Source: an optimization exercise on an open RTL-to-GDS flow (aim: small area, a short achievable clock period and few clock cycles per item). Production flows keep margins and buffers that such runs may drop.
RTL that was checked went through simulation tests only; none was proved equivalent to the original.
No activity file was given, so power comes from the tool's default toggle rates.

==> module APB_Slave_dec, before the edit <==
module APB_Slave_dec
(   input        [4:0] addr,
    input              wr,                                       
    output      [31:0] rsel,
    output      [31:0] wsel
);
    genvar g;
    generate
        for (g = 0; g < 32; g = g + 1) begin : w
            assign rsel[g] = (addr == g);
            assign wsel[g] = wr && (addr == g);
        end
    endgenerate
endmodule
==> module APB_Slave, before the edit <==
module APB_Slave#( parameter DWIDTH = 32, AWIDTH = 5)
(   input                                      PCLK,             
    input                                   PRESETn,             
    input                                     PSELx,             
    input                                   PENABLE,             
    input                        [AWIDTH-1:0] PADDR,             
    input                                    PWRITE,             
    input                       [DWIDTH-1:0] PWDATA,             
    output reg                  [DWIDTH-1:0] PRDATA,             
    output                                   PREADY,             
    output                                   PSLVERR             
);
    localparam DEPTH = 2**AWIDTH;
    localparam LANES = 4;
    localparam LW    = DWIDTH / LANES;
    reg           [DWIDTH-1:0] mem_arr[DEPTH-1:0];
    wire          [DWIDTH-1:0] rd_word;
    wire                       wr = PSELx && PENABLE && PWRITE;
    genvar l, g, b;
    generate
        for (l = 0; l < LANES; l = l + 1) begin : lane
            wire [DEPTH-1:0] rsel;                               
            wire [DEPTH-1:0] wsel;                               
            APB_Slave_dec u_dec (.addr(PADDR), .wr(wr), .rsel(rsel), .wsel(wsel));
            for (g = 0; g < DEPTH; g = g + 1) begin : word
                always @(posedge PCLK)
                    if (wsel[g])
                        mem_arr[g][l*LW +: LW] <= PWDATA[l*LW +: LW];
            end
            for (b = l*LW; b < (l+1)*LW; b = b + 1) begin : rd
                wire [DEPTH-1:0] column;
                for (g = 0; g < DEPTH; g = g + 1) begin : col
                    assign column[g] = mem_arr[g][b];
                end
                APB_Slave_rdbit u_bit (.sel(rsel), .d(column), .q(rd_word[b]));
            end
        end
    endgenerate
always @(posedge PCLK)
begin
    PRDATA <= rd_word;
end
    assign PREADY  = 1'b1;
    assign PSLVERR = 1'b0;
endmodule
Settings: LEC_CHECK=0, CAP_MARGIN=20, CORE_MARGIN=2, CORE_UTILIZATION=65, CTS_CLUSTER_DIAMETER=100, CTS_CLUSTER_SIZE=24, SETUP_SLACK_MARGIN=3.3, SLEW_MARGIN=20, SYNTH_HIERARCHICAL=1; clock period 5.5 ns.
run.sh (not shown) runs the stock make flow with config.mk's settings and CLKGATE_MAP_FILE= SYNTH_SCRIPT=/design/flow/synth_recipe.tcl, a recipe that flattens the netlist after the stock synthesis.
The starting point passed the timing, DRC and antenna checks.
Change:
--- a/flow/design.v
+++ b/flow/design.v
@@ -36,18 +36,4 @@
     APB_Slave_nand2 u32 (.a(n), .y(q));
 endmodule
-module APB_Slave_dec
-(   input        [4:0] addr,
-    input              wr,                                       
-    output      [31:0] rsel,
-    output      [31:0] wsel
-);
-    genvar g;
-    generate
-        for (g = 0; g < 32; g = g + 1) begin : w
-            assign rsel[g] = (addr == g);
-            assign wsel[g] = wr && (addr == g);
-        end
-    endgenerate
-endmodule
 module APB_Slave#( parameter DWIDTH = 32, AWIDTH = 5)
 (   input                                      PCLK,             
@@ -63,27 +49,21 @@
 );
     localparam DEPTH = 2**AWIDTH;
-    localparam LANES = 4;
-    localparam LW    = DWIDTH / LANES;
     reg           [DWIDTH-1:0] mem_arr[DEPTH-1:0];
+    wire           [DEPTH-1:0] word_sel;                         
     wire          [DWIDTH-1:0] rd_word;
-    wire                       wr = PSELx && PENABLE && PWRITE;
-    genvar l, g, b;
+    genvar g, b;
     generate
-        for (l = 0; l < LANES; l = l + 1) begin : lane
-            wire [DEPTH-1:0] rsel;                               
-            wire [DEPTH-1:0] wsel;                               
-            APB_Slave_dec u_dec (.addr(PADDR), .wr(wr), .rsel(rsel), .wsel(wsel));
-            for (g = 0; g < DEPTH; g = g + 1) begin : word
-                always @(posedge PCLK)
-                    if (wsel[g])
-                        mem_arr[g][l*LW +: LW] <= PWDATA[l*LW +: LW];
+        for (g = 0; g < DEPTH; g = g + 1) begin : dec
+            assign word_sel[g] = (PADDR == g);
+            always @(posedge PCLK)
+                if (PSELx && PENABLE && PWRITE && word_sel[g])
+                    mem_arr[g] <= PWDATA;
+        end
+        for (b = 0; b < DWIDTH; b = b + 1) begin : rd
+            wire [DEPTH-1:0] column;
+            for (g = 0; g < DEPTH; g = g + 1) begin : col
+                assign column[g] = mem_arr[g][b];
             end
-            for (b = l*LW; b < (l+1)*LW; b = b + 1) begin : rd
-                wire [DEPTH-1:0] column;
-                for (g = 0; g < DEPTH; g = g + 1) begin : col
-                    assign column[g] = mem_arr[g][b];
-                end
-                APB_Slave_rdbit u_bit (.sel(rsel), .d(column), .q(rd_word[b]));
-            end
+            APB_Slave_rdbit u_bit (.sel(word_sel), .d(column), .q(rd_word[b]));
         end
     endgenerate
Outcome: The new run produced a clean layout. First-iteration DRC count is higher by 14%. Count of clock-buffer cells in the layout is higher by 4. Worst setup slack degrades by 0.071 ns. Final cell count is lower by 5.7%. Synthesized area is lower by 3.5%. Hold slack degrades by 0.012 ns. Synthesized cell count is lower by 13%. Routed wire length is higher by 17%. Critical path depth is higher by 2. Design area is lower by 2.7%. Global-route usage is higher by 5.9 points. Power hardly moves.
Testbench counts after the change, summed over its fixed seeds: cycles 8,184, transfers 4,096.
The RTL of the first run of this note was laid out without a check of its function.

========
run E:
The RTL this note starts from:
==> flow/design.v <==
module APB_Slave_or8
(   input       [7:0] sel,
    input       [7:0] d,
    output            y
);
    assign y = |(sel & d);
endmodule
module APB_Slave_nor2
(   input       [1:0] a,
    output            y
);
    assign y = ~|a;
endmodule
module APB_Slave_nand2
(   input       [1:0] a,
    output            y
);
    assign y = ~&a;
endmodule
module APB_Slave_rdbit
(   input       [31:0] sel,
    input       [31:0] d,
    output             q
);
    wire  [3:0] p;                                               
    wire  [1:0] n;                                               
    genvar k;
    generate
        for (k = 0; k < 4; k = k + 1) begin : g8
            APB_Slave_or8 u (.sel(sel[8*k+7:8*k]), .d(d[8*k+7:8*k]), .y(p[k]));
        end
        for (k = 0; k < 2; k = k + 1) begin : g16
            APB_Slave_nor2 u (.a(p[2*k+1:2*k]), .y(n[k]));
        end
    endgenerate
    APB_Slave_nand2 u32 (.a(n), .y(q));
endmodule
module APB_Slave_dec
(   input        [3:0] lo_n,                                     
    input        [3:0] lo_wr_n,                                  
    input        [7:0] hi_n,                                     
    output      [31:0] rsel,
    output      [31:0] wsel
);
    genvar g;
    generate
        for (g = 0; g < 32; g = g + 1) begin : w
            assign rsel[g] = ~(lo_n[g % 4]    | hi_n[g / 4]);
            assign wsel[g] = ~(lo_wr_n[g % 4] | hi_n[g / 4]);
        end
    endgenerate
endmodule
module APB_Slave#( parameter DWIDTH = 32, AWIDTH = 5)
(   input                                      PCLK,             
    input                                   PRESETn,             
    input                                     PSELx,             
    input                                   PENABLE,             
    input                        [AWIDTH-1:0] PADDR,             
    input                                    PWRITE,             
    input                       [DWIDTH-1:0] PWDATA,             
    output reg                  [DWIDTH-1:0] PRDATA,             
    output                                   PREADY,             
    output                                   PSLVERR             
);
    localparam DEPTH = 2**AWIDTH;
    localparam LANES = 8;
    localparam LW    = DWIDTH / LANES;
    reg           [DWIDTH-1:0] mem_arr[DEPTH-1:0];
    wire          [DWIDTH-1:0] rd_word;
    wire                       wr = PSELx && PENABLE && PWRITE;
    reg                  [3:0] lo_n, lo_wr_n;                    
    reg                  [7:0] hi_n;                             
    integer                    k;
    always @(*) begin
        for (k = 0; k < 4; k = k + 1) begin
            lo_n[k]    = ~(PADDR[1:0] == k);
            lo_wr_n[k] = ~(wr && PADDR[1:0] == k);
        end
        for (k = 0; k < 8; k = k + 1)
            hi_n[k]    = ~(PADDR[4:2] == k);
    end
    genvar l, g, b;
    generate
        for (l = 0; l < LANES; l = l + 1) begin : lane
            wire [DEPTH-1:0] rsel;                               
            wire [DEPTH-1:0] wsel;                               
            APB_Slave_dec u_dec (.lo_n(lo_n), .lo_wr_n(lo_wr_n), .hi_n(hi_n), .rsel(rsel), .wsel(wsel));
            for (g = 0; g < DEPTH; g = g + 1) begin : word
                always @(posedge PCLK)
                    if (wsel[g])
                        mem_arr[g][l*LW +: LW] <= PWDATA[l*LW +: LW];
            end
            for (b = l*LW; b < (l+1)*LW; b = b + 1) begin : rd
                wire [DEPTH-1:0] column;
                for (g = 0; g < DEPTH; g = g + 1) begin : col
                    assign column[g] = mem_arr[g][b];
                end
                APB_Slave_rdbit u_bit (.sel(rsel), .d(column), .q(rd_word[b]));
            end
        end
    endgenerate
always @(posedge PCLK)
begin
    PRDATA <= rd_word;
end
    assign PREADY  = 1'b1;
    assign PSLVERR = 1'b0;
endmodule
clock: 5.5 ns
lec_check: 0
cap_margin: 20
core_margin: 2
core_utilization: 65
cts_cluster_diameter: 100
cts_cluster_size: 24
setup_slack_margin: 3.3
slew_margin: 20
synth_hierarchical: 1
Edits applied to the flow inputs when going from run E to run D:
-- flow/design.v --
<<< run E, line 51
    endgenerate
endmodule
module APB_Slave#( parameter DWIDTH = 32, AWIDTH = 5)
(   input                                      PCLK,             
>>> run D, line 51
    endgenerate
endmodule
module APB_Slave_predec
(   input        [4:0] addr,
    input              wr,                                       
    output reg   [3:0] lo_n,                                     
    output reg   [3:0] lo_wr_n,                                  
    output reg   [7:0] hi_n                                      
);
    integer k;
    always @(*) begin
        for (k = 0; k < 4; k = k + 1) begin
            lo_n[k]    = ~(addr[1:0] == k);
            lo_wr_n[k] = ~(wr && addr[1:0] == k);
        end
        for (k = 0; k < 8; k = k + 1)
            hi_n[k]    = ~(addr[4:2] == k);
    end
endmodule
module APB_Slave#( parameter DWIDTH = 32, AWIDTH = 5)
(   input                                      PCLK,             
<<< run E, line 64
);
    localparam DEPTH = 2**AWIDTH;
    localparam LANES = 8;
    localparam LW    = DWIDTH / LANES;
    reg           [DWIDTH-1:0] mem_arr[DEPTH-1:0];
    wire          [DWIDTH-1:0] rd_word;
    wire                       wr = PSELx && PENABLE && PWRITE;
    reg                  [3:0] lo_n, lo_wr_n;                    
    reg                  [7:0] hi_n;                             
    integer                    k;
    always @(*) begin
        for (k = 0; k < 4; k = k + 1) begin
            lo_n[k]    = ~(PADDR[1:0] == k);
            lo_wr_n[k] = ~(wr && PADDR[1:0] == k);
        end
        for (k = 0; k < 8; k = k + 1)
            hi_n[k]    = ~(PADDR[4:2] == k);
    end
    genvar l, g, b;
    generate
>>> run D, line 81
);
    localparam DEPTH = 2**AWIDTH;
    localparam LANES = 4;
    localparam LW    = DWIDTH / LANES;
    reg           [DWIDTH-1:0] mem_arr[DEPTH-1:0];
    wire          [DWIDTH-1:0] rd_word;
    wire                       wr = PSELx && PENABLE && PWRITE;
    genvar l, g, b;
    generate
<<< run E, line 85
            wire [DEPTH-1:0] rsel;                               
            wire [DEPTH-1:0] wsel;                               
            APB_Slave_dec u_dec (.lo_n(lo_n), .lo_wr_n(lo_wr_n), .hi_n(hi_n), .rsel(rsel), .wsel(wsel));
            for (g = 0; g < DEPTH; g = g + 1) begin : word
>>> run D, line 91
            wire [DEPTH-1:0] rsel;                               
            wire [DEPTH-1:0] wsel;                               
            wire [3:0] lo_n, lo_wr_n;                            
            wire [7:0] hi_n;                                     
            APB_Slave_predec u_predec (.addr(PADDR), .wr(wr), .lo_n(lo_n), .lo_wr_n(lo_wr_n), .hi_n(hi_n));
            APB_Slave_dec u_dec (.lo_n(lo_n), .lo_wr_n(lo_wr_n), .hi_n(hi_n), .rsel(rsel), .wsel(wsel));
            for (g = 0; g < DEPTH; g = g + 1) begin : word
Run D finished every step from synthesis to the final layout, and the layout passed the timing, DRC and antenna checks. On fraction of cell area in non-clock buffers, run E and run D are basically level. Relative to run E, sequential share of layout area has gone up in run D. The lower diode insertion count for antenna repair came out of run D. Lower slew at the pin with the worst max-slew slack goes to run D over run E. Changes observed in run D relative to run E: clock network contribution to total cell area went up, total power draw went up, core occupancy in the finished layout went up, combinational power went down, chip height went down. Overall routed net length went down by a little under 10% going from run E to run D. Comparing run E and run D, the higher worst setup slack is on run D. Final cell area: run D below run E.
Function was not checked in any run of this note: the RTL went through the layout flow alone.

## re-timing with driven ports
In the flow no input, the clock included, has a driving cell. The finished layouts below were timed again as built, in two steps. Step 1: set_driving_cell puts a clkbuf_16 on PCLK and a buf_2 on each other input, an assumption about the parent block. Step 2 also shifts input and output timing later by t, the mid clock arrival at the registers, as if the neighbouring blocks saw the same clock. a / b / c = no drivers / after step 1 / after step 2; a / b = the first two.
run	t (ns)	slack for setup (ns)	cell pins on the clock port's net
the first run of note 1	0.677	3.288 / 3.266 / 2.609	1
the second run of note 1	0.692	3.217 / 3.194 / 2.503	1
run E	0.688	3.249 / 3.234 / 2.583	1
run D	0.672	3.288 / 3.259 / 2.598	1
After both steps setup and hold are still met in every run listed. The setup slack of the second run of note 1, which loses most, moves by -0.023 ns with the drivers and by -0.714 ns with both steps.
